From an optimization exercise on the open Yosys and OpenROAD flow, aimed at small area, a short achievable clock period and few clock cycles per item; shortcuts taken in it are not production practice. In this exercise RTL edits were held to simulation tests only and were not proved equivalent to the original. Power and IR drop assume default switching activity.

==> flow/design.v <==
module div
	#(
		parameter W=32
	 )
	(
		input wire clk, reset, str_trg,
		input wire [W-1:0] dvsr, dvnd,
		input wire [5:0] cd, ca,
		output wire ready,
		output reg done_trg,
		output wire [W-1:0] quo, rmd
	);
	reg        busy_reg;
	reg [4:0]  n_reg;
	reg [W-1:0] r_reg, q_reg, d_reg;
	wire       dz = cd[5];
	wire [5:0] p;
	wire       cd_ge_ca;
	div_sub #(.W(6)) sub_p (.a(cd), .b(ca), .diff(p), .ge(cd_ge_ca));
	wire       imm = dz | ~cd_ge_ca;
	wire [W-1:0] diff;
	wire       ge;
	div_sub #(.W(W)) sub_r (.a(r_reg), .b(d_reg), .diff(diff), .ge(ge));
	wire       last = (n_reg == 0);
	always @(posedge clk, posedge reset)
		if (reset)
			busy_reg <= 1'b0;
		else if (str_trg)
			busy_reg <= ~imm;
		else if (last)
			busy_reg <= 1'b0;
	always @(posedge clk)
	begin
		if (str_trg)
		begin
			n_reg <= p[4:0];
			d_reg <= dvsr << p[4:0];
		end
		else
		begin
			n_reg <= n_reg - 1'b1;
			d_reg <= d_reg >> 1;
		end
		if (str_trg)
			r_reg <= dvnd;
		else if (busy_reg & ge)
			r_reg <= diff;
		if (str_trg)
			q_reg <= {W{dz}};
		else if (busy_reg)
			q_reg <= {q_reg[W-2:0], ge};
	end
	always @*
		done_trg = str_trg ? imm : (busy_reg & last);
	assign ready = ~busy_reg;
	assign quo = q_reg;
	assign rmd = r_reg;
endmodule
module div_sub
	#(
		parameter W=32
	 )
	(
		input wire [W-1:0] a, b,
		output wire [W-1:0] diff,
		output wire ge
	);
	wire [W-1:0] g0 = a & ~b;
	wire [W-1:0] p0 = a ^ ~b;
	reg [W-1:0] G, P, Gn, Pn;
	integer i, s;
	always @*
	begin
		G = g0; P = p0;
		G[0] = a[0] | ~b[0];
		P[0] = 1'b0;
		for (s = 1; s < W; s = s * 2)
		begin
			Gn = G; Pn = P;
			for (i = 0; i < W; i = i + 1)
				if (i & s)
				begin
					if (i == 1)
						Gn[i] = g0[1] | (p0[1] & g0[0]) | (p0[1] & p0[0]);
					else if (i == s)
						Gn[i] = g0[i] | (p0[i] & g0[i-1]) | (p0[i] & p0[i-1] & G[i-2]);
					else
						Gn[i] = G[i] | (P[i] & G[(i & ~(s-1)) - 1]);
					Pn[i] = P[i] & P[(i & ~(s-1)) - 1];
				end
			G = Gn; P = Pn;
		end
	end
	assign diff = p0 ^ {G[W-2:0], 1'b1};
	assign ge = G[W-1];
endmodule
module div_avalon
	#(
		parameter W     = 32,
				  CBIT  = 6
	 )
	(
		input wire clk, reset,
		input wire [2:0] div_address,
		input wire div_chipselect,
		input wire div_write,
		input wire [W-1:0] div_writedata,
		output wire [W-1:0] div_readdata,
		output wire div_irq,
		output wire div_rdy
	);
	wire div_start, div_ready, set_done_trg, clr_done_trg;
	reg [W-1:0] dvnd_reg, dvsr_reg;
	reg [5:0] ca_reg, cd_reg;
	reg done_trg_reg;
	wire [W-1:0] quo, rmd;
	wire wr_en, wr_dvnd, wr_dvsr;
	reg [5:0] wclz;
	integer i;
	always @*
	begin
		wclz = 6'd32;
		for (i = 0; i < W; i = i + 1)
			if (div_writedata[i]) wclz = 6'd31 - i[5:0];
	end
	div #(.W(32)) d1
		 ( .clk(clk), .reset(reset), .str_trg(div_start), .dvsr(dvsr_reg), .dvnd(dvnd_reg),
		   .cd(cd_reg), .ca(ca_reg),
		   .ready(div_ready), .done_trg(set_done_trg), .quo(quo), .rmd(rmd));
	always @(posedge clk)
	begin
		if (wr_dvnd)
		begin
			dvnd_reg <= div_writedata;
			ca_reg <= wclz;
		end
		if (wr_dvsr)
		begin
			dvsr_reg <= div_writedata;
			cd_reg <= wclz;
		end
	end
	always @(posedge clk, posedge reset)
		if (reset)
			done_trg_reg <= 1'b0;
		else if (set_done_trg)
			done_trg_reg <= 1'b1;
		else if (clr_done_trg)
			done_trg_reg <= 1'b0;
	assign wr_en = div_write & div_chipselect;
	assign wr_dvnd = (div_address == 3'h0) & wr_en;
	assign wr_dvsr = (div_address == 3'h1) & wr_en;
	assign div_start = (div_address == 3'h2) & wr_en & div_ready;
	assign clr_done_trg = (div_address == 3'h6) & wr_en;
	assign div_readdata = (div_address == 3'h3) ? quo :
						  (div_address == 3'h4) ? rmd :
						  {31'b0, (div_address == 3'h5) ? div_ready : done_trg_reg};
	assign div_rdy = div_ready;
	assign div_irq = done_trg_reg;
endmodule
Settings: LEC_CHECK=0, CAP_MARGIN=20, CORE_MARGIN=2, CORE_UTILIZATION=60, CTS_BUF_LIST=sky130_fd_sc_hd__clkbuf_4 sky130_fd_sc_hd__clkbuf_8, SETUP_SLACK_MARGIN=2.0, SLEW_MARGIN=20; clock period 5.0 ns.
standard.sh (not shown) runs the stock make flow with config.mk's settings and CLKGATE_MAP_FILE= SYNTH_SCRIPT=/design/flow/synth_recipe.tcl, a recipe that flattens the netlist after the stock synthesis.
==> flow/flow/run.sh <==
#!/bin/bash
# Standard layout, with the port buffers made from buf_2 cells instead of
# the slow delay-buffer cells buffer_ports picks on its own.
set -euo pipefail
export BUFFER_PORTS_ARGS="-buffer_cell sky130_fd_sc_hd__buf_2"
bash standard.sh > standard.log 2>&1
Testbench counts at the start, summed over its fixed seeds: cycles 24,255, items 2,048.
Edit:
Settings changed: SETUP_SLACK_MARGIN 2.0 to 2.1.
The changed run completed with no timing, DRC or antenna violations; hold slack improved by 0.012 ns; non-clock buffer count falls by 3; cell area decreases by about 1.2%; power goes down by 4.6%; first-iteration DRC count barely changes; setup slack gains 0.091 ns; core utilization decreases by 0.86 points; wire length is lower by 2.8%; sequential cell count stays the same.

---

v22:
// div_avalon: RTL as listed in full above, without the edits since
export LEC_CHECK = 0
export CAP_MARGIN = 20
export CORE_MARGIN = 2
export CORE_UTILIZATION = 60
export CTS_BUF_LIST = sky130_fd_sc_hd__clkbuf_4 sky130_fd_sc_hd__clkbuf_8
export PLACE_DENSITY = 0.45
export SETUP_SLACK_MARGIN = 2.1
export SLEW_MARGIN = 20
create_clock -name core_clock -period 5.0 [get_ports {clk}]
Scripts as last shown in full above: flow/flow/run.sh
Testbench counts of v22, summed over its fixed seeds: cycles 24,255, items 2,048.
> inputs changed (v22 -> v19)
- PLACE_DENSITY no longer set, was 0.45
- SETUP_SLACK_MARGIN now 2.5, was 2.1
v19 vs. v22: portion of the clock cycle consumed by the worst path in the final layout grew by 3.2 points, post-route non-filler standard cell count increased 93. Diff v19..v22 | hold violation total from the final report | unchanged. v22 vs v19, worst setup path endpoint: div_readdata[21] vs d1.r_reg[30]. v19 — leakage power total 0.67 nW higher, v22 as reference. Power dissipated in the clock network, v22 and v19: larger value in v19. v19 ends up with higher number of cells on the worst reg-to-reg path than v22 does. Setup slack ends up lower on v19. Critical path required time in v19 vs v22: up 1.34 ns. For the met1 track demand over resource, v19 came in 1.6 points higher than v22 did. Sort v22 and v19 by area overhead of the layout relative to synthesis desc -> top: v19. Relative to v22, final wirelength increased by about 20% in v19.
Modified inputs, v17 compared to v19
- SETUP_SLACK_MARGIN changed from 2.5 to 2.3
==> comparison <==
Compared with v19, in v17 cell area decreased by about 9% relative to the old numbers, fraction of area in clock buffers and inverters increased by 0.43 points relative to the old numbers, via count of the first global-routing pass decreased by 2.4% relative to the old numbers, share of the clock period used by the worst path after layout decreased by 1.9 points relative to the old numbers, worst hold margin increased by 0.0050 ns relative to the old numbers. Utilization after layout was lower in v17 than in v19. Total power ends up lower on v17. Wire: v17 routes less than v19. As far as per-instance average area after synthesis goes, v19 and v17 are indistinguishable; the numbers are identical.
For v42, these inputs were changed with respect to v17:
- swapping 2.3 for 2.2 in SETUP_SLACK_MARGIN
Findings:
Flip-flop and latch count came out exactly the same in v17 and v42. Between v42 and v17, it is v42 whose power is lower, by 2.5%. Of v17 and v42, the run reporting the lower fraction of power spent switching nets was v17. Share of the clock period used by the worst path (lower): v42. Setup WNS v17 -> v42: better. Between v17 and v42, the worst path required time is higher for v42. Relative to v17, the internal power of the cells measured on v42 has decreased by a few percent. Cmp v42 vs v17: met3 wire length lower in v42. Cell area | v42 vs v17 | v42 smaller. Fmax: higher on v42. Looking at slew at the pin closest to its max-slew limit, v42 sits 0.18 ns above v17.
Modified inputs, v28 compared to v42
- changing SETUP_SLACK_MARGIN from 2.2 to 1.9
## What came out
- Run comparison: v28 startpoint of the worst setup timing path div_address[2]; v42 startpoint of the worst setup timing path d1.r_reg[14]
- v42 → v28: clock share of power has increased, synthesized net count saw little to no change, proportion of power drawn by combinational gates now smaller, final critical-path required period +0.10 ns.
- Lower path length in cells of the critical path goes to v28 over v42.

## afterwards: timing with drivers on the ports
The flow's constraints put no driver on any port. The routed layouts listed below were extracted and timed again, unchanged, in two steps.
Step 1 assumes that a clkbuf_16 drives the clock port and a buf_2 every other input.
Step 2 also shifts input and output timing later by t, the mid clock arrival at the registers, as if the neighbouring blocks saw the same clock.
Slacks: ideal / step 1 / step 2; pairs: ideal / step 1.
run | t, ns | slack for setup (ns) | worst setup path at the end
the first run of note 1 | 0.513 | 2.005 / 1.971 / 1.745 | input to register
the second run of note 1 | 0.500 | 2.096 / 2.042 / 1.810 | input to register
v22 | 0.500 | 2.096 / 2.042 / 1.810 | input to register
v19 | 0.514 | 1.933 / 1.933 / 1.740 | input to register
v17 | 0.489 | 2.028 / 1.975 / 1.930 | input to register
v42 | 0.502 | 2.046 / 1.998 / 1.841 | input to register
v28 | 0.504 | 1.944 / 1.885 / 1.860 | input to register
After both steps every run listed still meets setup and hold.
